This design comes from an exercise in tuning for small area, a short achievable clock period and few clock cycles per item on the open sky130 flow, not from production work. Only simulation tests tie the RTL to the original design; equivalence was not proved. No activity file was given, so power comes from the tool's default toggle rates.

File: flow/constraint.sdc
create_clock -name core_clock -period 10.0 [get_ports {clk}]
set_input_delay 2.0000 -clock core_clock [delete_from_list [all_inputs] [get_ports {clk}]]
set_output_delay 2.0000 -clock core_clock [all_outputs]
set_load 0.01 [all_outputs]
File: flow/design.v
module converter (clk, rst, number_in, valid_in, conv_type, select, reverse, number_out, valid_out);
input clk, rst;
input reverse;
input valid_in;
input [31:0] number_in;
input [1:0]  conv_type;
input [2:0]  select;
output [31:0] number_out;
output valid_out;
wire [5:0] set_in = {conv_type, select, reverse};
reg [31:0] factor_in;
always @* begin
  case (set_in)
    6'b00_000_0: factor_in = 32'h41cb3333; 6'b00_000_1: factor_in = 32'h3d214270;
    6'b00_001_0: factor_in = 32'h40228f5c; 6'b00_001_1: factor_in = 32'h3ec9930c;
    6'b00_010_0: factor_in = 32'h3cd013a9; 6'b00_010_1: factor_in = 32'h421d7afb;
    6'b00_011_0: factor_in = 32'h3e9c0ebf; 6'b00_011_1: factor_in = 32'h4051f944;
    6'b00_100_0: factor_in = 32'h399fcd90; 6'b00_100_1: factor_in = 32'h454d0d70;
    6'b00_101_0: factor_in = 32'h3f6a161e; 6'b00_101_1: factor_in = 32'h3f8bfb83;
    6'b00_110_0: factor_in = 32'h3a6fb458; 6'b00_110_1: factor_in = 32'h4488b3a0;
    6'b00_111_0: factor_in = 32'h3fcdfd8b; 6'b00_111_1: factor_in = 32'h3f1f1349;
    6'b01_000_0: factor_in = 32'h46dd7c00; 6'b01_000_1: factor_in = 32'h3813f27b;
    6'b01_001_0: factor_in = 32'h41e2cccd; 6'b01_001_1: factor_in = 32'h3d107acc;
    6'b01_010_0: factor_in = 32'h43e2cccd; 6'b01_010_1: factor_in = 32'h3b107ab7;
    6'b01_011_0: factor_in = 32'h3ee83e42; 6'b01_011_1: factor_in = 32'h400d17ee;
    6'b01_100_0: factor_in = 32'h40cb35a8; 6'b01_100_1: factor_in = 32'h3e214091;
    6'b01_101_0: factor_in = 32'h424b353f; 6'b01_101_1: factor_in = 32'h3ca140c2;
    6'b01_110_0: factor_in = 32'h4462cccd; 6'b01_110_1: factor_in = 32'h3a907ab7;
    6'b01_111_0: factor_in = 32'h3f683e42; 6'b01_111_1: factor_in = 32'h3f8d17ee;
    6'b10_000_0: factor_in = 32'h41831893; 6'b10_000_1: factor_in = 32'h3d79f341;
    6'b10_001_0: factor_in = 32'h3ce7ff58; 6'b10_001_1: factor_in = 32'h420d3e31;
    6'b10_010_0: factor_in = 32'h41ec978d; 6'b10_010_1: factor_in = 32'h3d0a7f80;
    6'b10_011_0: factor_in = 32'h3cf2452c; 6'b10_011_1: factor_in = 32'h42074102;
    6'b10_100_0: factor_in = 32'h43ec999a; 6'b10_100_1: factor_in = 32'h3b0a7eca;
    6'b10_101_0: factor_in = 32'h3ef24745; 6'b10_101_1: factor_in = 32'h40073fd5;
    6'b10_110_0: factor_in = 32'h407243fe; 6'b10_110_1: factor_in = 32'h3e8741a8;
    6'b10_111_0: factor_in = 32'h3b781479; 6'b10_111_1: factor_in = 32'h43841621;
    default: factor_in = set_in[0] ? 32'h3fe66666 : 32'h3f0e38e4;  
  endcase
end
reg [30:0] factor;
reg        temp, fc2, c2f;
always @(posedge clk) begin
  factor <= factor_in[30:0];
  temp   <= conv_type == 2'b11;
  fc2    <= (conv_type == 2'b11) & ~reverse;   
  c2f    <= (conv_type == 2'b11) &  reverse;   
end
reg  [35:0] t_r;                               
wire [31:0] add_y;
fp_add_post u_post (.st(t_r), .y(add_y));
wire [31:0] a = fc2 ? add_y : number_in;      
wire [47:0] ra, rb;
sigmul u_mul (.x({1'b1, a[22:0]}), .c({1'b1, factor[22:0]}), .ra(ra), .rb(rb));
wire [24:0] lo = {1'b0, ra[23:0]} + {1'b0, rb[23:0]};
reg [23:0] m_ra, m_rb;
reg        m_c, m_s, m_p;
reg [7:0]  m_e, m_ecf;
wire       p47_cf = {1'b1, a[22:0]} >= 24'h8e38e4;
reg        v1, v2;
always @(posedge clk) begin
  v1   <= valid_in & ~rst;
  v2   <= v1 & ~rst;
  m_ra <= ra[47:24];
  m_rb <= rb[47:24];
  m_c  <= lo[24];
  m_s  <= a[31];
  m_e  <= a[30:23] + factor[30:23] - 8'd127;
  m_p  <= p47_cf;
  m_ecf <= a[30:23] + factor[30:23] - 8'd127 + {7'd0, p47_cf};
end
wire [23:0] P = m_ra + m_rb + {23'd0, m_c};
wire [31:0] mul_y = {m_s, m_e + {7'd0, P[23]}, P[23] ? P[22:0] : {P[21:0], 1'b0}};
wire [31:0] cf_y  = {m_s, m_ecf, m_p ? P[22:0] : {P[21:0], 1'b0}};   
wire [35:0] add_st;
fp_add_pre u_add (.a(c2f ? cf_y : number_in), .sb(~c2f), .st(add_st));
always @(posedge clk) t_r <= add_st;
assign number_out = c2f ? add_y : mul_y;
assign valid_out  = temp ? v2 : v1;
endmodule   
module sigmul(x, c, ra, rb);
input  [23:0] x;
input  [23:0] c;
output [47:0] ra, rb;
wire [26:0] cc = {2'b00, c, 1'b0};
wire [11:0] neg, one, two;
assign neg[0] = cc[2] & ~(cc[1] & cc[0]);
assign one[0] = cc[1] ^ cc[0];
assign two[0] = (cc[2] & ~cc[1] & ~cc[0]) | (~cc[2] & cc[1] & cc[0]);
wire [24:0] xn0 = {1'b0, x} ^ {25{neg[0]}};
wire [24:0] pp0 = ({25{one[0]}} & xn0) | ({25{two[0]}} & {xn0[23:0], neg[0]});
assign neg[1] = cc[4] & ~(cc[3] & cc[2]);
assign one[1] = cc[3] ^ cc[2];
assign two[1] = (cc[4] & ~cc[3] & ~cc[2]) | (~cc[4] & cc[3] & cc[2]);
wire [24:0] xn1 = {1'b0, x} ^ {25{neg[1]}};
wire [24:0] pp1 = ({25{one[1]}} & xn1) | ({25{two[1]}} & {xn1[23:0], neg[1]});
assign neg[2] = cc[6] & ~(cc[5] & cc[4]);
assign one[2] = cc[5] ^ cc[4];
assign two[2] = (cc[6] & ~cc[5] & ~cc[4]) | (~cc[6] & cc[5] & cc[4]);
wire [24:0] xn2 = {1'b0, x} ^ {25{neg[2]}};
wire [24:0] pp2 = ({25{one[2]}} & xn2) | ({25{two[2]}} & {xn2[23:0], neg[2]});
assign neg[3] = cc[8] & ~(cc[7] & cc[6]);
assign one[3] = cc[7] ^ cc[6];
assign two[3] = (cc[8] & ~cc[7] & ~cc[6]) | (~cc[8] & cc[7] & cc[6]);
wire [24:0] xn3 = {1'b0, x} ^ {25{neg[3]}};
wire [24:0] pp3 = ({25{one[3]}} & xn3) | ({25{two[3]}} & {xn3[23:0], neg[3]});
assign neg[4] = cc[10] & ~(cc[9] & cc[8]);
assign one[4] = cc[9] ^ cc[8];
assign two[4] = (cc[10] & ~cc[9] & ~cc[8]) | (~cc[10] & cc[9] & cc[8]);
wire [24:0] xn4 = {1'b0, x} ^ {25{neg[4]}};
wire [24:0] pp4 = ({25{one[4]}} & xn4) | ({25{two[4]}} & {xn4[23:0], neg[4]});
assign neg[5] = cc[12] & ~(cc[11] & cc[10]);
assign one[5] = cc[11] ^ cc[10];
assign two[5] = (cc[12] & ~cc[11] & ~cc[10]) | (~cc[12] & cc[11] & cc[10]);
wire [24:0] xn5 = {1'b0, x} ^ {25{neg[5]}};
wire [24:0] pp5 = ({25{one[5]}} & xn5) | ({25{two[5]}} & {xn5[23:0], neg[5]});
assign neg[6] = cc[14] & ~(cc[13] & cc[12]);
assign one[6] = cc[13] ^ cc[12];
assign two[6] = (cc[14] & ~cc[13] & ~cc[12]) | (~cc[14] & cc[13] & cc[12]);
wire [24:0] xn6 = {1'b0, x} ^ {25{neg[6]}};
wire [24:0] pp6 = ({25{one[6]}} & xn6) | ({25{two[6]}} & {xn6[23:0], neg[6]});
assign neg[7] = cc[16] & ~(cc[15] & cc[14]);
assign one[7] = cc[15] ^ cc[14];
assign two[7] = (cc[16] & ~cc[15] & ~cc[14]) | (~cc[16] & cc[15] & cc[14]);
wire [24:0] xn7 = {1'b0, x} ^ {25{neg[7]}};
wire [24:0] pp7 = ({25{one[7]}} & xn7) | ({25{two[7]}} & {xn7[23:0], neg[7]});
assign neg[8] = cc[18] & ~(cc[17] & cc[16]);
assign one[8] = cc[17] ^ cc[16];
assign two[8] = (cc[18] & ~cc[17] & ~cc[16]) | (~cc[18] & cc[17] & cc[16]);
wire [24:0] xn8 = {1'b0, x} ^ {25{neg[8]}};
wire [24:0] pp8 = ({25{one[8]}} & xn8) | ({25{two[8]}} & {xn8[23:0], neg[8]});
assign neg[9] = cc[20] & ~(cc[19] & cc[18]);
assign one[9] = cc[19] ^ cc[18];
assign two[9] = (cc[20] & ~cc[19] & ~cc[18]) | (~cc[20] & cc[19] & cc[18]);
wire [24:0] xn9 = {1'b0, x} ^ {25{neg[9]}};
wire [24:0] pp9 = ({25{one[9]}} & xn9) | ({25{two[9]}} & {xn9[23:0], neg[9]});
assign neg[10] = cc[22] & ~(cc[21] & cc[20]);
assign one[10] = cc[21] ^ cc[20];
assign two[10] = (cc[22] & ~cc[21] & ~cc[20]) | (~cc[22] & cc[21] & cc[20]);
wire [24:0] xn10 = {1'b0, x} ^ {25{neg[10]}};
wire [24:0] pp10 = ({25{one[10]}} & xn10) | ({25{two[10]}} & {xn10[23:0], neg[10]});
assign neg[11] = cc[24] & ~(cc[23] & cc[22]);
assign one[11] = cc[23] ^ cc[22];
assign two[11] = (cc[24] & ~cc[23] & ~cc[22]) | (~cc[24] & cc[23] & cc[22]);
wire [24:0] xn11 = {1'b0, x} ^ {25{neg[11]}};
wire [24:0] pp11 = ({25{one[11]}} & xn11) | ({25{two[11]}} & {xn11[23:0], neg[11]});
wire [47:0] hneg = {neg[11], 1'b0, neg[10], 1'b0, neg[9], 1'b0, neg[8], 1'b0, neg[7], 1'b0, neg[6], 1'b0, neg[5], 1'b0, neg[4], 1'b0, neg[3], 1'b0, neg[2], 1'b0, neg[1], 1'b0, neg[0], 25'd0};
wire [47:0] kc = -hneg;
wire s1, c2;
ha u_s1 (.a(pp0[16]), .b(pp1[14]), .s(s1), .co(c2));
wire s3, c4;
ha u_s3 (.a(pp0[17]), .b(pp1[15]), .s(s3), .co(c4));
wire s5, c6;
fa u_s5 (.a(pp0[18]), .b(pp1[16]), .c(pp2[14]), .s(s5), .co(c6));
wire s7, c8;
ha u_s7 (.a(pp3[12]), .b(pp4[10]), .s(s7), .co(c8));
wire s9, c10;
fa u_s9 (.a(pp0[19]), .b(pp1[17]), .c(pp2[15]), .s(s9), .co(c10));
wire s11, c12;
ha u_s11 (.a(pp3[13]), .b(pp4[11]), .s(s11), .co(c12));
wire s13, c14;
fa u_s13 (.a(pp0[20]), .b(pp1[18]), .c(pp2[16]), .s(s13), .co(c14));
wire s15, c16;
fa u_s15 (.a(pp3[14]), .b(pp4[12]), .c(pp5[10]), .s(s15), .co(c16));
wire s17, c18;
ha u_s17 (.a(pp6[8]), .b(pp7[6]), .s(s17), .co(c18));
wire s19, c20;
fa u_s19 (.a(pp0[21]), .b(pp1[19]), .c(pp2[17]), .s(s19), .co(c20));
wire s21, c22;
fa u_s21 (.a(pp3[15]), .b(pp4[13]), .c(pp5[11]), .s(s21), .co(c22));
wire s23, c24;
ha u_s23 (.a(pp6[9]), .b(pp7[7]), .s(s23), .co(c24));
wire s25, c26;
fa u_s25 (.a(pp0[22]), .b(pp1[20]), .c(pp2[18]), .s(s25), .co(c26));
wire s27, c28;
fa u_s27 (.a(pp3[16]), .b(pp4[14]), .c(pp5[12]), .s(s27), .co(c28));
wire s29, c30;
fa u_s29 (.a(pp6[10]), .b(pp7[8]), .c(pp8[6]), .s(s29), .co(c30));
wire s31, c32;
ha u_s31 (.a(pp9[4]), .b(pp10[2]), .s(s31), .co(c32));
wire s33, c34;
fa u_s33 (.a(pp0[23]), .b(pp1[21]), .c(pp2[19]), .s(s33), .co(c34));
wire s35, c36;
fa u_s35 (.a(pp3[17]), .b(pp4[15]), .c(pp5[13]), .s(s35), .co(c36));
wire s37, c38;
fa u_s37 (.a(pp6[11]), .b(pp7[9]), .c(pp8[7]), .s(s37), .co(c38));
wire s39, c40;
ha u_s39 (.a(pp9[5]), .b(pp10[3]), .s(s39), .co(c40));
wire s41, c42;
fa u_s41 (.a(pp0[24]), .b(pp1[22]), .c(pp2[20]), .s(s41), .co(c42));
wire s43, c44;
fa u_s43 (.a(pp3[18]), .b(pp4[16]), .c(pp5[14]), .s(s43), .co(c44));
wire s45, c46;
fa u_s45 (.a(pp6[12]), .b(pp7[10]), .c(pp8[8]), .s(s45), .co(c46));
wire s47, c48;
fa u_s47 (.a(pp9[6]), .b(pp10[4]), .c(pp11[2]), .s(s47), .co(c48));
wire s49, c50;
fa u_s49 (.a(pp1[23]), .b(pp2[21]), .c(pp3[19]), .s(s49), .co(c50));
wire s51, c52;
fa u_s51 (.a(pp4[17]), .b(pp5[15]), .c(pp6[13]), .s(s51), .co(c52));
wire s53, c54;
fa u_s53 (.a(pp7[11]), .b(pp8[9]), .c(pp9[7]), .s(s53), .co(c54));
wire s55, c56;
fa u_s55 (.a(pp10[5]), .b(pp11[3]), .c(x[1]), .s(s55), .co(c56));
wire s57, c58;
fa u_s57 (.a(pp1[24]), .b(pp2[22]), .c(pp3[20]), .s(s57), .co(c58));
wire s59, c60;
fa u_s59 (.a(pp4[18]), .b(pp5[16]), .c(pp6[14]), .s(s59), .co(c60));
wire s61, c62;
fa u_s61 (.a(pp7[12]), .b(pp8[10]), .c(pp9[8]), .s(s61), .co(c62));
wire s63, c64;
fa u_s63 (.a(pp10[6]), .b(pp11[4]), .c(x[2]), .s(s63), .co(c64));
wire s65, c66;
fa u_s65 (.a(pp2[23]), .b(pp3[21]), .c(pp4[19]), .s(s65), .co(c66));
wire s67, c68;
fa u_s67 (.a(pp5[17]), .b(pp6[15]), .c(pp7[13]), .s(s67), .co(c68));
wire s69, c70;
fa u_s69 (.a(pp8[11]), .b(pp9[9]), .c(pp10[7]), .s(s69), .co(c70));
wire s71, c72;
ha u_s71 (.a(pp11[5]), .b(x[3]), .s(s71), .co(c72));
wire s73, c74;
fa u_s73 (.a(pp2[24]), .b(pp3[22]), .c(pp4[20]), .s(s73), .co(c74));
wire s75, c76;
fa u_s75 (.a(pp5[18]), .b(pp6[16]), .c(pp7[14]), .s(s75), .co(c76));
wire s77, c78;
fa u_s77 (.a(pp8[12]), .b(pp9[10]), .c(pp10[8]), .s(s77), .co(c78));
wire s79, c80;
ha u_s79 (.a(pp11[6]), .b(x[4]), .s(s79), .co(c80));
wire s81, c82;
fa u_s81 (.a(pp3[23]), .b(pp4[21]), .c(pp5[19]), .s(s81), .co(c82));
wire s83, c84;
fa u_s83 (.a(pp6[17]), .b(pp7[15]), .c(pp8[13]), .s(s83), .co(c84));
wire s85, c86;
fa u_s85 (.a(pp9[11]), .b(pp10[9]), .c(pp11[7]), .s(s85), .co(c86));
wire s87, c88;
fa u_s87 (.a(pp3[24]), .b(pp4[22]), .c(pp5[20]), .s(s87), .co(c88));
wire s89, c90;
fa u_s89 (.a(pp6[18]), .b(pp7[16]), .c(pp8[14]), .s(s89), .co(c90));
wire s91, c92;
ha u_s91 (.a(pp9[12]), .b(pp10[10]), .s(s91), .co(c92));
wire s93, c94;
fa u_s93 (.a(pp4[23]), .b(pp5[21]), .c(pp6[19]), .s(s93), .co(c94));
wire s95, c96;
fa u_s95 (.a(pp7[17]), .b(pp8[15]), .c(pp9[13]), .s(s95), .co(c96));
wire s97, c98;
fa u_s97 (.a(pp4[24]), .b(pp5[22]), .c(pp6[20]), .s(s97), .co(c98));
wire s99, c100;
ha u_s99 (.a(pp7[18]), .b(pp8[16]), .s(s99), .co(c100));
wire s101, c102;
fa u_s101 (.a(pp5[23]), .b(pp6[21]), .c(pp7[19]), .s(s101), .co(c102));
wire s103, c104;
ha u_s103 (.a(pp5[24]), .b(pp6[22]), .s(s103), .co(c104));
wire s105, c106;
ha u_s105 (.a(pp0[10]), .b(pp1[8]), .s(s105), .co(c106));
wire s107, c108;
ha u_s107 (.a(pp0[11]), .b(pp1[9]), .s(s107), .co(c108));
wire s109, c110;
fa u_s109 (.a(pp0[12]), .b(pp1[10]), .c(pp2[8]), .s(s109), .co(c110));
wire s111, c112;
ha u_s111 (.a(pp3[6]), .b(pp4[4]), .s(s111), .co(c112));
wire s113, c114;
fa u_s113 (.a(pp0[13]), .b(pp1[11]), .c(pp2[9]), .s(s113), .co(c114));
wire s115, c116;
ha u_s115 (.a(pp3[7]), .b(pp4[5]), .s(s115), .co(c116));
wire s117, c118;
fa u_s117 (.a(pp0[14]), .b(pp1[12]), .c(pp2[10]), .s(s117), .co(c118));
wire s119, c120;
fa u_s119 (.a(pp3[8]), .b(pp4[6]), .c(pp5[4]), .s(s119), .co(c120));
wire s121, c122;
ha u_s121 (.a(pp6[2]), .b(pp7[0]), .s(s121), .co(c122));
wire s123, c124;
fa u_s123 (.a(pp0[15]), .b(pp1[13]), .c(pp2[11]), .s(s123), .co(c124));
wire s125, c126;
fa u_s125 (.a(pp3[9]), .b(pp4[7]), .c(pp5[5]), .s(s125), .co(c126));
wire s127, c128;
ha u_s127 (.a(pp6[3]), .b(pp7[1]), .s(s127), .co(c128));
wire s129, c130;
fa u_s129 (.a(pp2[12]), .b(pp3[10]), .c(pp4[8]), .s(s129), .co(c130));
wire s131, c132;
fa u_s131 (.a(pp5[6]), .b(pp6[4]), .c(pp7[2]), .s(s131), .co(c132));
wire s133, c134;
fa u_s133 (.a(pp8[0]), .b(neg[8]), .c(s1), .s(s133), .co(c134));
wire s135, c136;
fa u_s135 (.a(pp2[13]), .b(pp3[11]), .c(pp4[9]), .s(s135), .co(c136));
wire s137, c138;
fa u_s137 (.a(pp5[7]), .b(pp6[5]), .c(pp7[3]), .s(s137), .co(c138));
wire s139, c140;
fa u_s139 (.a(pp8[1]), .b(c2), .c(s3), .s(s139), .co(c140));
wire s141, c142;
fa u_s141 (.a(pp5[8]), .b(pp6[6]), .c(pp7[4]), .s(s141), .co(c142));
wire s143, c144;
fa u_s143 (.a(pp8[2]), .b(pp9[0]), .c(neg[9]), .s(s143), .co(c144));
wire s145, c146;
fa u_s145 (.a(c4), .b(s5), .c(s7), .s(s145), .co(c146));
wire s147, c148;
fa u_s147 (.a(pp5[9]), .b(pp6[7]), .c(pp7[5]), .s(s147), .co(c148));
wire s149, c150;
fa u_s149 (.a(pp8[3]), .b(pp9[1]), .c(c6), .s(s149), .co(c150));
wire s151, c152;
fa u_s151 (.a(c8), .b(s9), .c(s11), .s(s151), .co(c152));
wire s153, c154;
fa u_s153 (.a(pp8[4]), .b(pp9[2]), .c(pp10[0]), .s(s153), .co(c154));
wire s155, c156;
fa u_s155 (.a(neg[10]), .b(c10), .c(c12), .s(s155), .co(c156));
wire s157, c158;
fa u_s157 (.a(s13), .b(s15), .c(s17), .s(s157), .co(c158));
wire s159, c160;
fa u_s159 (.a(pp8[5]), .b(pp9[3]), .c(pp10[1]), .s(s159), .co(c160));
wire s161, c162;
fa u_s161 (.a(c14), .b(c16), .c(c18), .s(s161), .co(c162));
wire s163, c164;
fa u_s163 (.a(s19), .b(s21), .c(s23), .s(s163), .co(c164));
wire s165, c166;
fa u_s165 (.a(pp11[0]), .b(neg[11]), .c(c20), .s(s165), .co(c166));
wire s167, c168;
fa u_s167 (.a(c22), .b(c24), .c(s25), .s(s167), .co(c168));
wire s169, c170;
fa u_s169 (.a(s27), .b(s29), .c(s31), .s(s169), .co(c170));
wire s171, c172;
fa u_s171 (.a(pp11[1]), .b(c26), .c(c28), .s(s171), .co(c172));
wire s173, c174;
fa u_s173 (.a(c30), .b(c32), .c(s33), .s(s173), .co(c174));
wire s175, c176;
fa u_s175 (.a(s35), .b(s37), .c(s39), .s(s175), .co(c176));
wire s177, c178;
fa u_s177 (.a(x[0]), .b(c34), .c(c36), .s(s177), .co(c178));
wire s179, c180;
fa u_s179 (.a(c38), .b(c40), .c(s41), .s(s179), .co(c180));
wire s181, c182;
fa u_s181 (.a(s43), .b(s45), .c(s47), .s(s181), .co(c182));
wire s183, c184;
fa u_s183 (.a(kc[25]), .b(c42), .c(c44), .s(s183), .co(c184));
wire s185, c186;
fa u_s185 (.a(c46), .b(c48), .c(s49), .s(s185), .co(c186));
wire s187, c188;
fa u_s187 (.a(s51), .b(s53), .c(s55), .s(s187), .co(c188));
wire s189, c190;
fa u_s189 (.a(kc[26]), .b(c50), .c(c52), .s(s189), .co(c190));
wire s191, c192;
fa u_s191 (.a(c54), .b(c56), .c(s57), .s(s191), .co(c192));
wire s193, c194;
fa u_s193 (.a(s59), .b(s61), .c(s63), .s(s193), .co(c194));
wire s195, c196;
fa u_s195 (.a(kc[27]), .b(c58), .c(c60), .s(s195), .co(c196));
wire s197, c198;
fa u_s197 (.a(c62), .b(c64), .c(s65), .s(s197), .co(c198));
wire s199, c200;
fa u_s199 (.a(s67), .b(s69), .c(s71), .s(s199), .co(c200));
wire s201, c202;
fa u_s201 (.a(kc[28]), .b(c66), .c(c68), .s(s201), .co(c202));
wire s203, c204;
fa u_s203 (.a(c70), .b(c72), .c(s73), .s(s203), .co(c204));
wire s205, c206;
fa u_s205 (.a(s75), .b(s77), .c(s79), .s(s205), .co(c206));
wire s207, c208;
fa u_s207 (.a(x[5]), .b(kc[29]), .c(c74), .s(s207), .co(c208));
wire s209, c210;
fa u_s209 (.a(c76), .b(c78), .c(c80), .s(s209), .co(c210));
wire s211, c212;
fa u_s211 (.a(s81), .b(s83), .c(s85), .s(s211), .co(c212));
wire s213, c214;
fa u_s213 (.a(pp11[8]), .b(x[6]), .c(kc[30]), .s(s213), .co(c214));
wire s215, c216;
fa u_s215 (.a(c82), .b(c84), .c(c86), .s(s215), .co(c216));
wire s217, c218;
fa u_s217 (.a(s87), .b(s89), .c(s91), .s(s217), .co(c218));
wire s219, c220;
fa u_s219 (.a(pp10[11]), .b(pp11[9]), .c(x[7]), .s(s219), .co(c220));
wire s221, c222;
fa u_s221 (.a(kc[31]), .b(c88), .c(c90), .s(s221), .co(c222));
wire s223, c224;
fa u_s223 (.a(c92), .b(s93), .c(s95), .s(s223), .co(c224));
wire s225, c226;
fa u_s225 (.a(pp9[14]), .b(pp10[12]), .c(pp11[10]), .s(s225), .co(c226));
wire s227, c228;
fa u_s227 (.a(x[8]), .b(kc[32]), .c(c94), .s(s227), .co(c228));
wire s229, c230;
fa u_s229 (.a(c96), .b(s97), .c(s99), .s(s229), .co(c230));
wire s231, c232;
fa u_s231 (.a(pp8[17]), .b(pp9[15]), .c(pp10[13]), .s(s231), .co(c232));
wire s233, c234;
fa u_s233 (.a(pp11[11]), .b(x[9]), .c(kc[33]), .s(s233), .co(c234));
wire s235, c236;
fa u_s235 (.a(c98), .b(c100), .c(s101), .s(s235), .co(c236));
wire s237, c238;
fa u_s237 (.a(pp7[20]), .b(pp8[18]), .c(pp9[16]), .s(s237), .co(c238));
wire s239, c240;
fa u_s239 (.a(pp10[14]), .b(pp11[12]), .c(x[10]), .s(s239), .co(c240));
wire s241, c242;
fa u_s241 (.a(kc[34]), .b(c102), .c(s103), .s(s241), .co(c242));
wire s243, c244;
fa u_s243 (.a(pp6[23]), .b(pp7[21]), .c(pp8[19]), .s(s243), .co(c244));
wire s245, c246;
fa u_s245 (.a(pp9[17]), .b(pp10[15]), .c(pp11[13]), .s(s245), .co(c246));
wire s247, c248;
fa u_s247 (.a(x[11]), .b(kc[35]), .c(c104), .s(s247), .co(c248));
wire s249, c250;
fa u_s249 (.a(pp6[24]), .b(pp7[22]), .c(pp8[20]), .s(s249), .co(c250));
wire s251, c252;
fa u_s251 (.a(pp9[18]), .b(pp10[16]), .c(pp11[14]), .s(s251), .co(c252));
wire s253, c254;
ha u_s253 (.a(x[12]), .b(kc[36]), .s(s253), .co(c254));
wire s255, c256;
fa u_s255 (.a(pp7[23]), .b(pp8[21]), .c(pp9[19]), .s(s255), .co(c256));
wire s257, c258;
fa u_s257 (.a(pp10[17]), .b(pp11[15]), .c(x[13]), .s(s257), .co(c258));
wire s259, c260;
fa u_s259 (.a(pp7[24]), .b(pp8[22]), .c(pp9[20]), .s(s259), .co(c260));
wire s261, c262;
ha u_s261 (.a(pp10[18]), .b(pp11[16]), .s(s261), .co(c262));
wire s263, c264;
fa u_s263 (.a(pp8[23]), .b(pp9[21]), .c(pp10[19]), .s(s263), .co(c264));
wire s265, c266;
ha u_s265 (.a(pp8[24]), .b(pp9[22]), .s(s265), .co(c266));
wire s267, c268;
ha u_s267 (.a(pp0[6]), .b(pp1[4]), .s(s267), .co(c268));
wire s269, c270;
ha u_s269 (.a(pp0[7]), .b(pp1[5]), .s(s269), .co(c270));
wire s271, c272;
fa u_s271 (.a(pp0[8]), .b(pp1[6]), .c(pp2[4]), .s(s271), .co(c272));
wire s273, c274;
ha u_s273 (.a(pp3[2]), .b(pp4[0]), .s(s273), .co(c274));
wire s275, c276;
fa u_s275 (.a(pp0[9]), .b(pp1[7]), .c(pp2[5]), .s(s275), .co(c276));
wire s277, c278;
ha u_s277 (.a(pp3[3]), .b(pp4[1]), .s(s277), .co(c278));
wire s279, c280;
fa u_s279 (.a(pp2[6]), .b(pp3[4]), .c(pp4[2]), .s(s279), .co(c280));
wire s281, c282;
fa u_s281 (.a(pp5[0]), .b(neg[5]), .c(s105), .s(s281), .co(c282));
wire s283, c284;
fa u_s283 (.a(pp2[7]), .b(pp3[5]), .c(pp4[3]), .s(s283), .co(c284));
wire s285, c286;
fa u_s285 (.a(pp5[1]), .b(c106), .c(s107), .s(s285), .co(c286));
wire s287, c288;
fa u_s287 (.a(pp5[2]), .b(pp6[0]), .c(neg[6]), .s(s287), .co(c288));
wire s289, c290;
fa u_s289 (.a(c108), .b(s109), .c(s111), .s(s289), .co(c290));
wire s291, c292;
fa u_s291 (.a(pp5[3]), .b(pp6[1]), .c(c110), .s(s291), .co(c292));
wire s293, c294;
fa u_s293 (.a(c112), .b(s113), .c(s115), .s(s293), .co(c294));
wire s295, c296;
fa u_s295 (.a(neg[7]), .b(c114), .c(c116), .s(s295), .co(c296));
wire s297, c298;
fa u_s297 (.a(s117), .b(s119), .c(s121), .s(s297), .co(c298));
wire s299, c300;
fa u_s299 (.a(c118), .b(c120), .c(c122), .s(s299), .co(c300));
wire s301, c302;
fa u_s301 (.a(s123), .b(s125), .c(s127), .s(s301), .co(c302));
wire s303, c304;
fa u_s303 (.a(c124), .b(c126), .c(c128), .s(s303), .co(c304));
wire s305, c306;
fa u_s305 (.a(s129), .b(s131), .c(s133), .s(s305), .co(c306));
wire s307, c308;
fa u_s307 (.a(c130), .b(c132), .c(c134), .s(s307), .co(c308));
wire s309, c310;
fa u_s309 (.a(s135), .b(s137), .c(s139), .s(s309), .co(c310));
wire s311, c312;
fa u_s311 (.a(c136), .b(c138), .c(c140), .s(s311), .co(c312));
wire s313, c314;
fa u_s313 (.a(s141), .b(s143), .c(s145), .s(s313), .co(c314));
wire s315, c316;
fa u_s315 (.a(c142), .b(c144), .c(c146), .s(s315), .co(c316));
wire s317, c318;
fa u_s317 (.a(s147), .b(s149), .c(s151), .s(s317), .co(c318));
wire s319, c320;
fa u_s319 (.a(c148), .b(c150), .c(c152), .s(s319), .co(c320));
wire s321, c322;
fa u_s321 (.a(s153), .b(s155), .c(s157), .s(s321), .co(c322));
wire s323, c324;
fa u_s323 (.a(c154), .b(c156), .c(c158), .s(s323), .co(c324));
wire s325, c326;
fa u_s325 (.a(s159), .b(s161), .c(s163), .s(s325), .co(c326));
wire s327, c328;
fa u_s327 (.a(c160), .b(c162), .c(c164), .s(s327), .co(c328));
wire s329, c330;
fa u_s329 (.a(s165), .b(s167), .c(s169), .s(s329), .co(c330));
wire s331, c332;
fa u_s331 (.a(c166), .b(c168), .c(c170), .s(s331), .co(c332));
wire s333, c334;
fa u_s333 (.a(s171), .b(s173), .c(s175), .s(s333), .co(c334));
wire s335, c336;
fa u_s335 (.a(c172), .b(c174), .c(c176), .s(s335), .co(c336));
wire s337, c338;
fa u_s337 (.a(s177), .b(s179), .c(s181), .s(s337), .co(c338));
wire s339, c340;
fa u_s339 (.a(c178), .b(c180), .c(c182), .s(s339), .co(c340));
wire s341, c342;
fa u_s341 (.a(s183), .b(s185), .c(s187), .s(s341), .co(c342));
wire s343, c344;
fa u_s343 (.a(c184), .b(c186), .c(c188), .s(s343), .co(c344));
wire s345, c346;
fa u_s345 (.a(s189), .b(s191), .c(s193), .s(s345), .co(c346));
wire s347, c348;
fa u_s347 (.a(c190), .b(c192), .c(c194), .s(s347), .co(c348));
wire s349, c350;
fa u_s349 (.a(s195), .b(s197), .c(s199), .s(s349), .co(c350));
wire s351, c352;
fa u_s351 (.a(c196), .b(c198), .c(c200), .s(s351), .co(c352));
wire s353, c354;
fa u_s353 (.a(s201), .b(s203), .c(s205), .s(s353), .co(c354));
wire s355, c356;
fa u_s355 (.a(c202), .b(c204), .c(c206), .s(s355), .co(c356));
wire s357, c358;
fa u_s357 (.a(s207), .b(s209), .c(s211), .s(s357), .co(c358));
wire s359, c360;
fa u_s359 (.a(c208), .b(c210), .c(c212), .s(s359), .co(c360));
wire s361, c362;
fa u_s361 (.a(s213), .b(s215), .c(s217), .s(s361), .co(c362));
wire s363, c364;
fa u_s363 (.a(c214), .b(c216), .c(c218), .s(s363), .co(c364));
wire s365, c366;
fa u_s365 (.a(s219), .b(s221), .c(s223), .s(s365), .co(c366));
wire s367, c368;
fa u_s367 (.a(c220), .b(c222), .c(c224), .s(s367), .co(c368));
wire s369, c370;
fa u_s369 (.a(s225), .b(s227), .c(s229), .s(s369), .co(c370));
wire s371, c372;
fa u_s371 (.a(c226), .b(c228), .c(c230), .s(s371), .co(c372));
wire s373, c374;
fa u_s373 (.a(s231), .b(s233), .c(s235), .s(s373), .co(c374));
wire s375, c376;
fa u_s375 (.a(c232), .b(c234), .c(c236), .s(s375), .co(c376));
wire s377, c378;
fa u_s377 (.a(s237), .b(s239), .c(s241), .s(s377), .co(c378));
wire s379, c380;
fa u_s379 (.a(c238), .b(c240), .c(c242), .s(s379), .co(c380));
wire s381, c382;
fa u_s381 (.a(s243), .b(s245), .c(s247), .s(s381), .co(c382));
wire s383, c384;
fa u_s383 (.a(c244), .b(c246), .c(c248), .s(s383), .co(c384));
wire s385, c386;
fa u_s385 (.a(s249), .b(s251), .c(s253), .s(s385), .co(c386));
wire s387, c388;
fa u_s387 (.a(kc[37]), .b(c250), .c(c252), .s(s387), .co(c388));
wire s389, c390;
fa u_s389 (.a(c254), .b(s255), .c(s257), .s(s389), .co(c390));
wire s391, c392;
fa u_s391 (.a(x[14]), .b(kc[38]), .c(c256), .s(s391), .co(c392));
wire s393, c394;
fa u_s393 (.a(c258), .b(s259), .c(s261), .s(s393), .co(c394));
wire s395, c396;
fa u_s395 (.a(pp11[17]), .b(x[15]), .c(kc[39]), .s(s395), .co(c396));
wire s397, c398;
fa u_s397 (.a(c260), .b(c262), .c(s263), .s(s397), .co(c398));
wire s399, c400;
fa u_s399 (.a(pp10[20]), .b(pp11[18]), .c(x[16]), .s(s399), .co(c400));
wire s401, c402;
fa u_s401 (.a(kc[40]), .b(c264), .c(s265), .s(s401), .co(c402));
wire s403, c404;
fa u_s403 (.a(pp9[23]), .b(pp10[21]), .c(pp11[19]), .s(s403), .co(c404));
wire s405, c406;
fa u_s405 (.a(x[17]), .b(kc[41]), .c(c266), .s(s405), .co(c406));
wire s407, c408;
fa u_s407 (.a(pp9[24]), .b(pp10[22]), .c(pp11[20]), .s(s407), .co(c408));
wire s409, c410;
ha u_s409 (.a(x[18]), .b(kc[42]), .s(s409), .co(c410));
wire s411, c412;
fa u_s411 (.a(pp10[23]), .b(pp11[21]), .c(x[19]), .s(s411), .co(c412));
wire s413, c414;
ha u_s413 (.a(pp10[24]), .b(pp11[22]), .s(s413), .co(c414));
wire s415, c416;
ha u_s415 (.a(pp0[4]), .b(pp1[2]), .s(s415), .co(c416));
wire s417, c418;
ha u_s417 (.a(pp0[5]), .b(pp1[3]), .s(s417), .co(c418));
wire s419, c420;
fa u_s419 (.a(pp2[2]), .b(pp3[0]), .c(neg[3]), .s(s419), .co(c420));
wire s421, c422;
fa u_s421 (.a(pp2[3]), .b(pp3[1]), .c(c268), .s(s421), .co(c422));
wire s423, c424;
fa u_s423 (.a(neg[4]), .b(c270), .c(s271), .s(s423), .co(c424));
wire s425, c426;
fa u_s425 (.a(c272), .b(c274), .c(s275), .s(s425), .co(c426));
wire s427, c428;
fa u_s427 (.a(c276), .b(c278), .c(s279), .s(s427), .co(c428));
wire s429, c430;
fa u_s429 (.a(c280), .b(c282), .c(s283), .s(s429), .co(c430));
wire s431, c432;
fa u_s431 (.a(c284), .b(c286), .c(s287), .s(s431), .co(c432));
wire s433, c434;
fa u_s433 (.a(c288), .b(c290), .c(s291), .s(s433), .co(c434));
wire s435, c436;
fa u_s435 (.a(c292), .b(c294), .c(s295), .s(s435), .co(c436));
wire s437, c438;
fa u_s437 (.a(c296), .b(c298), .c(s299), .s(s437), .co(c438));
wire s439, c440;
fa u_s439 (.a(c300), .b(c302), .c(s303), .s(s439), .co(c440));
wire s441, c442;
fa u_s441 (.a(c304), .b(c306), .c(s307), .s(s441), .co(c442));
wire s443, c444;
fa u_s443 (.a(c308), .b(c310), .c(s311), .s(s443), .co(c444));
wire s445, c446;
fa u_s445 (.a(c312), .b(c314), .c(s315), .s(s445), .co(c446));
wire s447, c448;
fa u_s447 (.a(c316), .b(c318), .c(s319), .s(s447), .co(c448));
wire s449, c450;
fa u_s449 (.a(c320), .b(c322), .c(s323), .s(s449), .co(c450));
wire s451, c452;
fa u_s451 (.a(c324), .b(c326), .c(s327), .s(s451), .co(c452));
wire s453, c454;
fa u_s453 (.a(c328), .b(c330), .c(s331), .s(s453), .co(c454));
wire s455, c456;
fa u_s455 (.a(c332), .b(c334), .c(s335), .s(s455), .co(c456));
wire s457, c458;
fa u_s457 (.a(c336), .b(c338), .c(s339), .s(s457), .co(c458));
wire s459, c460;
fa u_s459 (.a(c340), .b(c342), .c(s343), .s(s459), .co(c460));
wire s461, c462;
fa u_s461 (.a(c344), .b(c346), .c(s347), .s(s461), .co(c462));
wire s463, c464;
fa u_s463 (.a(c348), .b(c350), .c(s351), .s(s463), .co(c464));
wire s465, c466;
fa u_s465 (.a(c352), .b(c354), .c(s355), .s(s465), .co(c466));
wire s467, c468;
fa u_s467 (.a(c356), .b(c358), .c(s359), .s(s467), .co(c468));
wire s469, c470;
fa u_s469 (.a(c360), .b(c362), .c(s363), .s(s469), .co(c470));
wire s471, c472;
fa u_s471 (.a(c364), .b(c366), .c(s367), .s(s471), .co(c472));
wire s473, c474;
fa u_s473 (.a(c368), .b(c370), .c(s371), .s(s473), .co(c474));
wire s475, c476;
fa u_s475 (.a(c372), .b(c374), .c(s375), .s(s475), .co(c476));
wire s477, c478;
fa u_s477 (.a(c376), .b(c378), .c(s379), .s(s477), .co(c478));
wire s479, c480;
fa u_s479 (.a(c380), .b(c382), .c(s383), .s(s479), .co(c480));
wire s481, c482;
fa u_s481 (.a(c384), .b(c386), .c(s387), .s(s481), .co(c482));
wire s483, c484;
fa u_s483 (.a(c388), .b(c390), .c(s391), .s(s483), .co(c484));
wire s485, c486;
fa u_s485 (.a(c392), .b(c394), .c(s395), .s(s485), .co(c486));
wire s487, c488;
fa u_s487 (.a(c396), .b(c398), .c(s399), .s(s487), .co(c488));
wire s489, c490;
fa u_s489 (.a(c400), .b(c402), .c(s403), .s(s489), .co(c490));
wire s491, c492;
fa u_s491 (.a(c404), .b(c406), .c(s407), .s(s491), .co(c492));
wire s493, c494;
fa u_s493 (.a(kc[43]), .b(c408), .c(c410), .s(s493), .co(c494));
wire s495, c496;
fa u_s495 (.a(x[20]), .b(kc[44]), .c(c412), .s(s495), .co(c496));
wire s497, c498;
fa u_s497 (.a(pp11[23]), .b(x[21]), .c(kc[45]), .s(s497), .co(c498));
wire s499, c500;
ha u_s499 (.a(pp11[24]), .b(x[22]), .s(s499), .co(c500));
wire s501, c502;
ha u_s501 (.a(pp0[2]), .b(pp1[0]), .s(s501), .co(c502));
wire s503, c504;
ha u_s503 (.a(pp0[3]), .b(pp1[1]), .s(s503), .co(c504));
wire s505, c506;
fa u_s505 (.a(pp2[0]), .b(neg[2]), .c(s415), .s(s505), .co(c506));
wire s507, c508;
fa u_s507 (.a(pp2[1]), .b(c416), .c(s417), .s(s507), .co(c508));
wire s509, c510;
fa u_s509 (.a(s267), .b(c418), .c(s419), .s(s509), .co(c510));
wire s511, c512;
fa u_s511 (.a(s269), .b(c420), .c(s421), .s(s511), .co(c512));
wire s513, c514;
fa u_s513 (.a(s273), .b(c422), .c(s423), .s(s513), .co(c514));
wire s515, c516;
fa u_s515 (.a(s277), .b(c424), .c(s425), .s(s515), .co(c516));
wire s517, c518;
fa u_s517 (.a(s281), .b(c426), .c(s427), .s(s517), .co(c518));
wire s519, c520;
fa u_s519 (.a(s285), .b(c428), .c(s429), .s(s519), .co(c520));
wire s521, c522;
fa u_s521 (.a(s289), .b(c430), .c(s431), .s(s521), .co(c522));
wire s523, c524;
fa u_s523 (.a(s293), .b(c432), .c(s433), .s(s523), .co(c524));
wire s525, c526;
fa u_s525 (.a(s297), .b(c434), .c(s435), .s(s525), .co(c526));
wire s527, c528;
fa u_s527 (.a(s301), .b(c436), .c(s437), .s(s527), .co(c528));
wire s529, c530;
fa u_s529 (.a(s305), .b(c438), .c(s439), .s(s529), .co(c530));
wire s531, c532;
fa u_s531 (.a(s309), .b(c440), .c(s441), .s(s531), .co(c532));
wire s533, c534;
fa u_s533 (.a(s313), .b(c442), .c(s443), .s(s533), .co(c534));
wire s535, c536;
fa u_s535 (.a(s317), .b(c444), .c(s445), .s(s535), .co(c536));
wire s537, c538;
fa u_s537 (.a(s321), .b(c446), .c(s447), .s(s537), .co(c538));
wire s539, c540;
fa u_s539 (.a(s325), .b(c448), .c(s449), .s(s539), .co(c540));
wire s541, c542;
fa u_s541 (.a(s329), .b(c450), .c(s451), .s(s541), .co(c542));
wire s543, c544;
fa u_s543 (.a(s333), .b(c452), .c(s453), .s(s543), .co(c544));
wire s545, c546;
fa u_s545 (.a(s337), .b(c454), .c(s455), .s(s545), .co(c546));
wire s547, c548;
fa u_s547 (.a(s341), .b(c456), .c(s457), .s(s547), .co(c548));
wire s549, c550;
fa u_s549 (.a(s345), .b(c458), .c(s459), .s(s549), .co(c550));
wire s551, c552;
fa u_s551 (.a(s349), .b(c460), .c(s461), .s(s551), .co(c552));
wire s553, c554;
fa u_s553 (.a(s353), .b(c462), .c(s463), .s(s553), .co(c554));
wire s555, c556;
fa u_s555 (.a(s357), .b(c464), .c(s465), .s(s555), .co(c556));
wire s557, c558;
fa u_s557 (.a(s361), .b(c466), .c(s467), .s(s557), .co(c558));
wire s559, c560;
fa u_s559 (.a(s365), .b(c468), .c(s469), .s(s559), .co(c560));
wire s561, c562;
fa u_s561 (.a(s369), .b(c470), .c(s471), .s(s561), .co(c562));
wire s563, c564;
fa u_s563 (.a(s373), .b(c472), .c(s473), .s(s563), .co(c564));
wire s565, c566;
fa u_s565 (.a(s377), .b(c474), .c(s475), .s(s565), .co(c566));
wire s567, c568;
fa u_s567 (.a(s381), .b(c476), .c(s477), .s(s567), .co(c568));
wire s569, c570;
fa u_s569 (.a(s385), .b(c478), .c(s479), .s(s569), .co(c570));
wire s571, c572;
fa u_s571 (.a(s389), .b(c480), .c(s481), .s(s571), .co(c572));
wire s573, c574;
fa u_s573 (.a(s393), .b(c482), .c(s483), .s(s573), .co(c574));
wire s575, c576;
fa u_s575 (.a(s397), .b(c484), .c(s485), .s(s575), .co(c576));
wire s577, c578;
fa u_s577 (.a(s401), .b(c486), .c(s487), .s(s577), .co(c578));
wire s579, c580;
fa u_s579 (.a(s405), .b(c488), .c(s489), .s(s579), .co(c580));
wire s581, c582;
fa u_s581 (.a(s409), .b(c490), .c(s491), .s(s581), .co(c582));
wire s583, c584;
fa u_s583 (.a(s411), .b(c492), .c(s493), .s(s583), .co(c584));
wire s585, c586;
fa u_s585 (.a(s413), .b(c494), .c(s495), .s(s585), .co(c586));
wire s587, c588;
fa u_s587 (.a(c414), .b(c496), .c(s497), .s(s587), .co(c588));
wire s589, c590;
fa u_s589 (.a(kc[46]), .b(c498), .c(s499), .s(s589), .co(c590));
wire s591, c592;
fa u_s591 (.a(x[23]), .b(kc[47]), .c(c500), .s(s591), .co(c592));
assign ra = {c590, c588, c586, c584, c582, c580, c578, c576, c574, c572, c570, c568, c566, c564, c562, c560, c558, c556, c554, c552, c550, c548, c546, c544, c542, c540, c538, c536, c534, c532, c530, c528, c526, c524, c522, c520, c518, c516, c514, c512, c510, c508, c506, c504, c502, neg[1], pp0[1], pp0[0]};
assign rb = {s591, s589, s587, s585, s583, s581, s579, s577, s575, s573, s571, s569, s567, s565, s563, s561, s559, s557, s555, s553, s551, s549, s547, s545, s543, s541, s539, s537, s535, s533, s531, s529, s527, s525, s523, s521, s519, s517, s515, s513, s511, s509, s507, s505, s503, s501, 1'b0, neg[0]};
endmodule
module fa(a, b, c, s, co);
input a, b, c;
output s, co;
assign s = a ^ b ^ c;
assign co = (a & b) | (a & c) | (b & c);
endmodule
module ha(a, b, s, co);
input a, b;
output s, co;
assign s = a ^ b;
assign co = a & b;
endmodule
module fp_add_pre(a, sb, st);
input  [31:0] a;
input         sb;
output [35:0] st;
wire        sa  = a[31];
wire [7:0]  fe  = a[30:23];
wire [22:0] fr  = a[22:0];
wire [23:0] ma  = {1'b1, fr};
wire        sub = sa ^ sb;
function ge8;                                
input [7:0] v;
input [7:0] k;
integer j;
reg eqp, r;
begin
  eqp = 1'b1;
  r   = 1'b0;
  for (j = 7; j >= 0; j = j - 1) begin
    r   = r | (eqp & v[j] & ~k[j]);
    eqp = eqp & ~(v[j] ^ k[j]);
  end
  ge8 = r | eqp;
end
endfunction
wire        big   = ge8(fe, 8'd132);
wire        eq    = fe == 8'd132;
wire        one_below = fe == 8'd131;
wire        killb = ge8(fe, 8'd156);         
wire        killa = ~ge8(fe, 8'd109);        
reg  [4:0]  ds;                              
always @* begin
  case (fe[4:0])
    5'd0: ds = 5'd4;
    5'd1: ds = 5'd3;
    5'd2: ds = 5'd2;
    5'd3: ds = 5'd1;
    5'd4: ds = 5'd0;
    5'd5: ds = 5'd31;
    5'd6: ds = 5'd30;
    5'd7: ds = 5'd29;
    5'd8: ds = 5'd28;
    5'd9: ds = 5'd27;
    5'd10: ds = 5'd26;
    5'd11: ds = 5'd25;
    5'd12: ds = 5'd24;
    5'd13: ds = 5'd23;
    5'd14: ds = 5'd22;
    5'd15: ds = 5'd21;
    5'd16: ds = 5'd20;
    5'd17: ds = 5'd19;
    5'd18: ds = 5'd18;
    5'd19: ds = 5'd17;
    5'd20: ds = 5'd16;
    5'd21: ds = 5'd15;
    5'd22: ds = 5'd14;
    5'd23: ds = 5'd13;
    5'd24: ds = 5'd12;
    5'd25: ds = 5'd11;
    5'd26: ds = 5'd10;
    5'd27: ds = 5'd9;
    5'd28: ds = 5'd8;
    5'd29: ds = 5'd7;
    5'd30: ds = 5'd6;
    5'd31: ds = 5'd5;
  endcase
end
reg  [23:0] mb, ms;
integer i;
always @* begin
  for (i = 0; i < 24; i = i + 1) begin
    mb[i] = ge8(fe, 8'd155 - i[7:0]) & ~killb;
    ms[i] = ge8(fe, 8'd132 - i[7:0]);
  end
end
reg  [23:0] cb, wo;
integer s;
always @* begin
  cb = {(ma[22:0] ^ {23{sub}}) | ~mb[22:0], 1'b1};
  wo = {ma[22:0] & ms[22:0], 1'b0};
  for (s = 1; s < 24; s = s * 2) begin
    cb = cb & (cb << s | ((24'd1 << s) - 24'd1));
    wo = wo | (wo << s);
  end
end
wire [23:0] tb   = ma ^ (mb & cb);
wire        ovn  = cb[23] & ~killb;          
wire [1:0]  c_big = ovn ? (sub ? 2'd1 : 2'd2) : 2'd0;
wire [7:0]  f_big = ovn ? (sub ? fe - 8'd1 : fe + 8'd1) : fe;
wire [23:0] zn = ma ^ wo;                    
wire [23:0] z  = sub ? zn : ma;
wire [24:0] zs = $signed({sub, z}) >>> ds;
wire [23:0] ts = killa ? 24'd0 : zs[23:0];
wire [1:0]  c_small = sub ? 2'd1 : 2'd0;
wire [7:0]  f_small = (sub & ~killa) ? 8'd131 : 8'd132;
wire [21:0] negv = zn[22:1];
wire        vz   = ~|fr[22:1];
wire [22:0] N    = eq ? fr : {vz, negv};
wire [31:0] Np   = {N, 1'b1, 8'd0};
reg  [15:0] v1, c1;
reg  [7:0]  v2; reg [15:0] c2;
reg  [3:0]  v3; reg [11:0] c3;
reg  [1:0]  v4; reg [7:0]  c4;
reg  [4:0]  lz;
integer g;
always @* begin
  for (g = 0; g < 16; g = g + 1) begin
    v1[g] = Np[2*g+1] | Np[2*g];
    c1[g] = ~Np[2*g+1];
  end
  for (g = 0; g < 8; g = g + 1) begin
    v2[g] = v1[2*g+1] | v1[2*g];
    c2[2*g+:2] = v1[2*g+1] ? {1'b0, c1[2*g+1]} : {1'b1, c1[2*g]};
  end
  for (g = 0; g < 4; g = g + 1) begin
    v3[g] = v2[2*g+1] | v2[2*g];
    c3[3*g+:3] = v2[2*g+1] ? {1'b0, c2[2*(2*g+1)+:2]} : {1'b1, c2[2*(2*g)+:2]};
  end
  for (g = 0; g < 2; g = g + 1) begin
    v4[g] = v3[2*g+1] | v3[2*g];
    c4[4*g+:4] = v3[2*g+1] ? {1'b0, c3[3*(2*g+1)+:3]} : {1'b1, c3[3*(2*g)+:3]};
  end
  lz = v4[1] ? {1'b0, c4[7:4]} : {1'b1, c4[3:0]};
end
wire        near = sub & (eq | one_below);
wire        sgn  = (sub & ~big) ? sb : sa;
assign st = near ? {sgn, 1'b1, 1'b0, N, 2'd0, 3'd0, lz}
          : big  ? {sgn, 1'b0, tb, c_big, f_big}
          :        {sgn, 1'b0, ts, c_small, f_small};
endmodule
module fp_add_post(st, y);
input  [35:0] st;
output [31:0] y;
wire        sgn  = st[35];
wire        near = st[34];
wire [23:0] v    = st[33:10];
wire [1:0]  code = st[9:8];
wire [7:0]  f    = st[7:0];
wire [4:0]  lz   = f[4:0];
wire [22:0] N    = v[22:0];
wire [22:0] n4 = lz[4] ? {N[6:0], 16'd0} : N;
wire [22:0] n3 = lz[3] ? {n4[14:0], 8'd0} : n4;
wire [22:0] n2 = lz[2] ? {n3[18:0], 4'd0} : n3;
wire [22:0] n1s = lz[1] ? {n2[20:0], 2'd0} : n2;
wire [22:0] n0 = lz[0] ? {n1s[21:0], 1'b0} : n1s;
wire        nzero  = lz == 5'd23;
wire [22:0] m_near = {n0[21:0], 1'b0};
wire [7:0]  f_near = nzero ? 8'd1 : 8'd131 - {3'd0, lz};
wire [22:0] m_far = code[0] ? {v[21:0], 1'b0} : code[1] ? v[23:1] : v[22:0];
assign y = near ? {sgn, f_near, m_near} : {sgn, f, m_far};
endmodule
File: flow/flow/run.sh
#!/bin/bash
# The standard layout (the standard.sh: ORFS synthesis through finish, unchanged),
# except that the input and output ports are buffered with buf_2 cells, which the
# timing repair can size, rather than the delay buffers buffer_ports picks by default.
set -euo pipefail
export BUFFER_PORTS_ARGS="-buffer_cell sky130_fd_sc_hd__buf_2"
bash standard.sh > standard.log 2>&1
File: flow/config.mk
export PLATFORM = sky130hd
export DESIGN_NAME = converter
export DESIGN_NICKNAME = converter
export VERILOG_FILES = /design/flow/design.v
export SDC_FILE = /design/flow/constraint.sdc
export NUM_CORES = 4
export LEC_CHECK = 0
export CAP_MARGIN = 20
export CORE_MARGIN = 4
export CORE_UTILIZATION = 70
export PLACE_DENSITY = 0.8
export SETUP_SLACK_MARGIN = 3.75
export SLEW_MARGIN = 20
export SYNTH_HIERARCHICAL = 1
File: flow/standard.sh
#!/bin/bash
# synth_recipe.tcl (not shown) runs the flow's synth.tcl, then flattens the netlist and writes it again
# the make line also repeats each setting of config.mk as NAME=value (left out here)
make -C /OpenROAD-flow-scripts/flow DESIGN_CONFIG=/design/flow/config.mk WORK_HOME=/design/flow/orfs CLKGATE_MAP_FILE= SYNTH_SCRIPT=/design/flow/synth_recipe.tcl "${@:-finish}"
==> notes.md <==
# TYPE chip_impl_metric gauge
chip_impl_metric{name="grt_antenna_before_repair",unit=""} 6
chip_impl_metric{name="clock_path_buffers",unit=""} 2
chip_impl_metric{name="setup.reg_to_reg.worst_slack",unit="ps"} 3810
chip_impl_metric{name="detail_route.drc_violations",unit=""} 0
chip_impl_info{name="hold_path.startpoint",value="v1$_DFF_P_"} 1
chip_impl_metric{name="synth.top_cell.area_share",unit=""} 0.1842
chip_impl_metric{name="fin_crit_sh",unit=""} 0.6240
chip_impl_metric{name="grt_pass1_wl",unit="um"} 171200
chip_impl_info{name="critical_path.startpoint_type",value="flop"} 1
chip_impl_metric{name="max_slew_violation_count",unit=""} 0
chip_impl_metric{name="finalPower",unit="mW"} 12.77
chip_impl_metric{name="timing.fmax",unit="MHz"} 160.3
chip_impl_info{name="critPathLaunch",value="m_c$_DFF_P_"} 1
chip_impl_metric{name="grt.total_usage",unit=""} 0.4922
chip_impl_metric{name="dr.first_iter.drc_count",unit=""} 5964
chip_impl_metric{name="drt-pass1-iter-count",unit=""} 14
chip_impl_metric{name="num-nets-final",unit=""} 3768
chip_impl_info{name="timing_worst_setup_path_type",value="reg2out"} 1
chip_impl_metric{name="yosysSeqAreaShare",unit=""} 0.09454
chip_impl_metric{name="clk-insertion-delay-late",unit="ps"} 480
chip_impl_metric{name="route.vias.total",unit=""} 30990
chip_impl_metric{name="post_synth_edffs",unit=""} 0
chip_impl_metric{name="fillCellCount",unit=""} 3102
chip_impl_metric{name="die_y",unit="um"} 211.6
chip_impl_metric{name="row_count",unit=""} 74
chip_impl_metric{name="initial_standard_cell_utilization_of_the_core",unit=""} 0.7089
chip_impl_info{name="hold_path_class",value="reg2reg"} 1
chip_impl_info{name="netlist_top_cells_area",value="sky130_fd_sc_hd__fa_1 18%, sky130_fd_sc_hd__xnor2_1 11%, sky130_fd_sc_hd__dfxtp_1 9.5%, sky130_fd_sc_hd__o22ai_1 6.3%, sky130_fd_sc_hd__ha_1 5.0%"} 1
chip_impl_metric{name="post_synth_design_cell_area",unit="sq um"} 29010
chip_impl_metric{name="totalNegativeSetupSlack",unit="ps"} 0
chip_impl_metric{name="num_io_pins",unit=""} 74
chip_impl_metric{name="hpwl",unit="um"} 83590
chip_impl_metric{name="dpl_cells",unit=""} 3848
chip_impl_metric{name="postPlaceCellArea",unit="sq um"} 28430
chip_impl_metric{name="cellPowerDensity",unit="nW/um^2"} 435.6
chip_impl_info{name="mostFrequentLayoutCell",value="sky130_fd_sc_hd__xnor2_1"} 1
chip_impl_metric{name="routed_via_density",unit=""} 7.958
chip_impl_info{name="clock-root-buffer",value="sky130_fd_sc_hd__clkbuf_16"} 1
chip_impl_info{name="reg2reg_from",value="m_c$_DFF_P_"} 1
chip_impl_metric{name="number_of_distinct_library_cell_variants_in_the_gate_level_netlist_after_synthesis",unit=""} 115
chip_impl_metric{name="buffer_ports.inserted",unit=""} 73
chip_impl_metric{name="timing.critical_path.required",unit="ps"} 8000
chip_impl_metric{name="synth-compound-area-share",unit=""} 0.2582
chip_impl_metric{name="reg2regPathDepth",unit=""} 20
chip_impl_metric{name="worstMarginPinSlew",unit="ps"} 1182
chip_impl_metric{name="postSynthRegisterBits",unit=""} 137
chip_impl_metric{name="cp.arrival",unit="ps"} 4240
chip_impl_info{name="hold_end",value="v2$_DFF_P_"} 1
chip_impl_metric{name="area.growth.synth_to_final",unit="%"} 1.065
chip_impl_metric{name="slew_headroom",unit=""} 0.2102
chip_impl_metric{name="post_synth_xor_area_fraction",unit=""} 0.1171
chip_impl_info{name="run_status",value="timing/DRC/antenna clean"} 1
chip_impl_info{name="crit-reg2reg-capture",value="t_r[15]$_DFF_P_"} 1
chip_impl_metric{name="gp_congestion",unit=""} 1.064
chip_impl_metric{name="grt_max_degree",unit=""} 82
chip_impl_metric{name="chipWidth",unit="um"} 211.6
chip_impl_metric{name="avgSynthCellArea",unit="sq um"} 8.050
chip_impl_metric{name="cts-buffers-inserted",unit=""} 17
chip_impl_metric{name="routed_wire_length_per_instance",unit="um"} 29.87
chip_impl_metric{name="first_global_vias",unit=""} 28880
chip_impl_metric{name="post-route-min-period",unit="ps"} 6240
chip_impl_metric{name="final_cell_count_without_fillers",unit=""} 3894
chip_impl_info{name="synth_top_family_by_area",value="compound AO/OA/AOI/OAI gates"} 1
chip_impl_metric{name="final_hold_viol_count",unit=""} 0
chip_impl_info{name="grt_setup_unrepaired",value="true"} 1
chip_impl_metric{name="synth_simple_gate_area_share",unit=""} 0.1441
chip_impl_info{name="synthFlopType",value="sky130_fd_sc_hd__dfxtp_1"} 1
chip_impl_metric{name="fin_area",unit="sq um"} 29320
chip_impl_metric{name="finalWirelength",unit="um"} 116300
chip_impl_metric{name="drive_above_1_share",unit=""} 0.1120
chip_impl_metric{name="skew_final",unit="ps"} 24.71
chip_impl_info{name="synth_top_area_cell",value="sky130_fd_sc_hd__fa_1"} 1
chip_impl_metric{name="leakagePower",unit="nW"} 11.09
chip_impl_metric{name="holdBufCountCts",unit=""} 0
chip_impl_info{name="timing.critical_path.to_type",value="output port"} 1
chip_impl_metric{name="syn-instance-count",unit=""} 3604
chip_impl_metric{name="maxCapViolations",unit=""} 0
chip_impl_metric{name="synth-warning-count",unit=""} 8
chip_impl_metric{name="timing.critical_path.fanout_max",unit=""} 12
chip_impl_metric{name="async_reset_ff_frac",unit=""} 0
chip_impl_metric{name="grt-ovfl-total",unit=""} 0
chip_impl_metric{name="setup-violations-final",unit=""} 0
chip_impl_metric{name="cts.sinks",unit=""} 137
chip_impl_metric{name="synth.mux.area_fraction",unit=""} 0.06180
chip_impl_metric{name="synth-adder-area-share",unit=""} 0.2347
chip_impl_metric{name="die_area",unit="sq um"} 44770
chip_impl_metric{name="core_region_area",unit="sq um"} 40920
chip_impl_metric{name="detail-route-antenna-nets",unit=""} 0
chip_impl_info{name="layout.cells.most_common_list",value="354 x sky130_fd_sc_hd__xnor2_1, 291 x sky130_fd_sc_hd__o22ai_1, 266 x sky130_fd_sc_hd__fa_1"} 1
chip_impl_info{name="tritoncts",value="done"} 1
chip_impl_metric{name="cts_max_level",unit=""} 4
chip_impl_metric{name="hold_path_depth",unit=""} 1
chip_impl_metric{name="irDropWorstVdd",unit="uV"} 396.0
chip_impl_metric{name="clock_slew_at_reported_path_ffs",unit="ps"} 90
[Yosys cell counts (73+ instances only)]
| cell type | number |
|---|---|
| sky130_fd_sc_hd__a21oi_1 | 203 |
| sky130_fd_sc_hd__a31oi_1 | 73 |
| sky130_fd_sc_hd__buf_4 | 131 |
| sky130_fd_sc_hd__clkbuf_1 | 194 |
| sky130_fd_sc_hd__dfxtp_1 | 137 |
| sky130_fd_sc_hd__fa_1 | 267 |
| sky130_fd_sc_hd__ha_1 | 117 |
| sky130_fd_sc_hd__mux2i_1 | 79 |
| sky130_fd_sc_hd__nand2_1 | 264 |
| sky130_fd_sc_hd__nand3_1 | 120 |
| sky130_fd_sc_hd__nor2_1 | 246 |
| sky130_fd_sc_hd__o21ai_0 | 197 |
| sky130_fd_sc_hd__o22ai_1 | 291 |
| sky130_fd_sc_hd__xnor2_1 | 357 |
[cell families (layout without fill, tap and decap cells)]
family | count (synthesis) | after routing
and+or+nand+nor | 874 | 874
other | 2 | 13
xor gates and xnor gates | 388 | 388
AOI/OAI and AO/OA | 1146 | 1147
muxes | 157 | 157
buffers and inverters | 516 | 262
DFF | 137 | 137
adders and majority gates | 384 | 384
[critical path, stage by stage (launching register included)]
cell	delay [ps]
sky130_fd_sc_hd__dfxtp_1	390
sky130_fd_sc_hd__fa_2	430
sky130_fd_sc_hd__a211oi_2	300
sky130_fd_sc_hd__o211ai_2	160
sky130_fd_sc_hd__a41oi_4	340
sky130_fd_sc_hd__a211o_2	240
sky130_fd_sc_hd__nand4_4	180
sky130_fd_sc_hd__a21o_4	330
sky130_fd_sc_hd__nand2_1	150
sky130_fd_sc_hd__ha_1	190
sky130_fd_sc_hd__ha_1	220
sky130_fd_sc_hd__nand3_1	130
sky130_fd_sc_hd__xor2_1	180
sky130_fd_sc_hd__o21ai_2	300
sky130_fd_sc_hd__buf_2	200
[cell type report]
| type | count | area, sq um | share of cell area |
|---|---|---|---|
| Inverter | 79 | 297.8 | 0.01016 |
| Multi-Input combinational cell | 2957 | 24040 | 0.8200 |
| Tap cell | 532 | 665.6 | 0.02270 |
| Clock inverter | 15 | 133.9 | 0.004566 |
| Timing Repair Buffer | 151 | 988.4 | 0.03371 |
| Clock buffer | 17 | 425.4 | 0.01451 |
| Antenna cell | 6 | 15.01 | 0.0005121 |
| Sequential cell | 137 | 2750 | 0.09380 |
[per-layer routing]
metal | track usage | routed length, um
met4 | 0.2834 | 9827
met3 | 0.2272 | 20660
met2 | 0.6900 | 45860
met5 | 0.01293 | 16
met1 | 0.6230 | 39960
[power breakdown]
group / internal [mW] / switching (mW) / total (mW) / leakage [nW]
clock: 0.326 / 0.301 / 0.627 / 0.272
combinational: 4.56 / 6.54 / 11.1 / 9.66
sequential: 0.863 / 0.176 / 1.04 / 1.15
total: 5.75 / 7.02 / 12.8 / 11.1
[per-module statistics from Yosys (local to each module, per instance)]
module	cell area, sq um	flip-flops and latches	copies in the design
converter	8492	137	1
fa	20.02	0	263
fp_add_post	1937	0	1
fp_add_pre	6140	0	1
ha	12.51	0	33
sigmul	6765	0	1
[state kept, by name (all words and copies together), names as in the netlist]
name	cells
t_r	36
factor	29
m_ra	24
m_rb	24
m_e	8
m_ecf	8
c2f	1
fc2	1
m_c	1
m_p	1
m_s	1
temp	1
v1	1
v2	1
[per-stage QoR]
step                hold slack [ps]  setup WS, ps  utilization
detailed placement            462.5          3231       0.6946
floorplan                     433.9          3771            -
finish                        475.9          3760       0.7165
global placement              448.5          3228       0.6946
CTS                           474.3          3771       0.7092
global route                  497.2          3641       0.7163
[worst max-delay path by stage]
stage	to	slack (ps)	depth (start not counted)
finish	number_out[29]	3760	14
detailed placement	m_c$_DFF_P_	3230	21
floorplan	m_c$_DFF_P_	3770	18
global placement	m_c$_DFF_P_	3230	17
CTS	number_out[27]	3770	14
global route	number_out[28]	3640	14
[timing repair]
item / CTS / global route
pin swaps: 0 / 1
gates resized for setup: 11 / 45
cloned: 0 / 1
endpoints found under the setup margin: 9 / 30
setup buffers: 0 / 6
Testbench counts, summed over its fixed seeds: cycles 3,804, items 2,503.

## separate check: timing with driven ports
The results above use ideal ports. As a check the final layout listed here was re-extracted and re-timed, cells and wires unchanged.
Step 1: set_driving_cell puts a clkbuf_16 on clk and a buf_2 on each other input, an assumption about the parent block.
Step 2 moves the port delays by t, midway between the first and last clock arrival at a register: inputs arrive t later, outputs are due t later. That takes back most of the time a late clock gives input paths.
Three values: ideal ports, drivers, drivers and shift; two values: the first two.
t, ns: 0.526
slack for setup (ns): 3.760 / 3.701 / 3.359
hold WS [ns]: 0.476 / 0.476 / 0.476
clock arrival spread, ns: 0.025 / 0.025
slew at the worst register clock pin (ns): 0.09 / 0.09
After both steps setup and hold are still met in this run. The setup slack of this run moves by -0.059 ns with the drivers and by -0.401 ns with both steps.
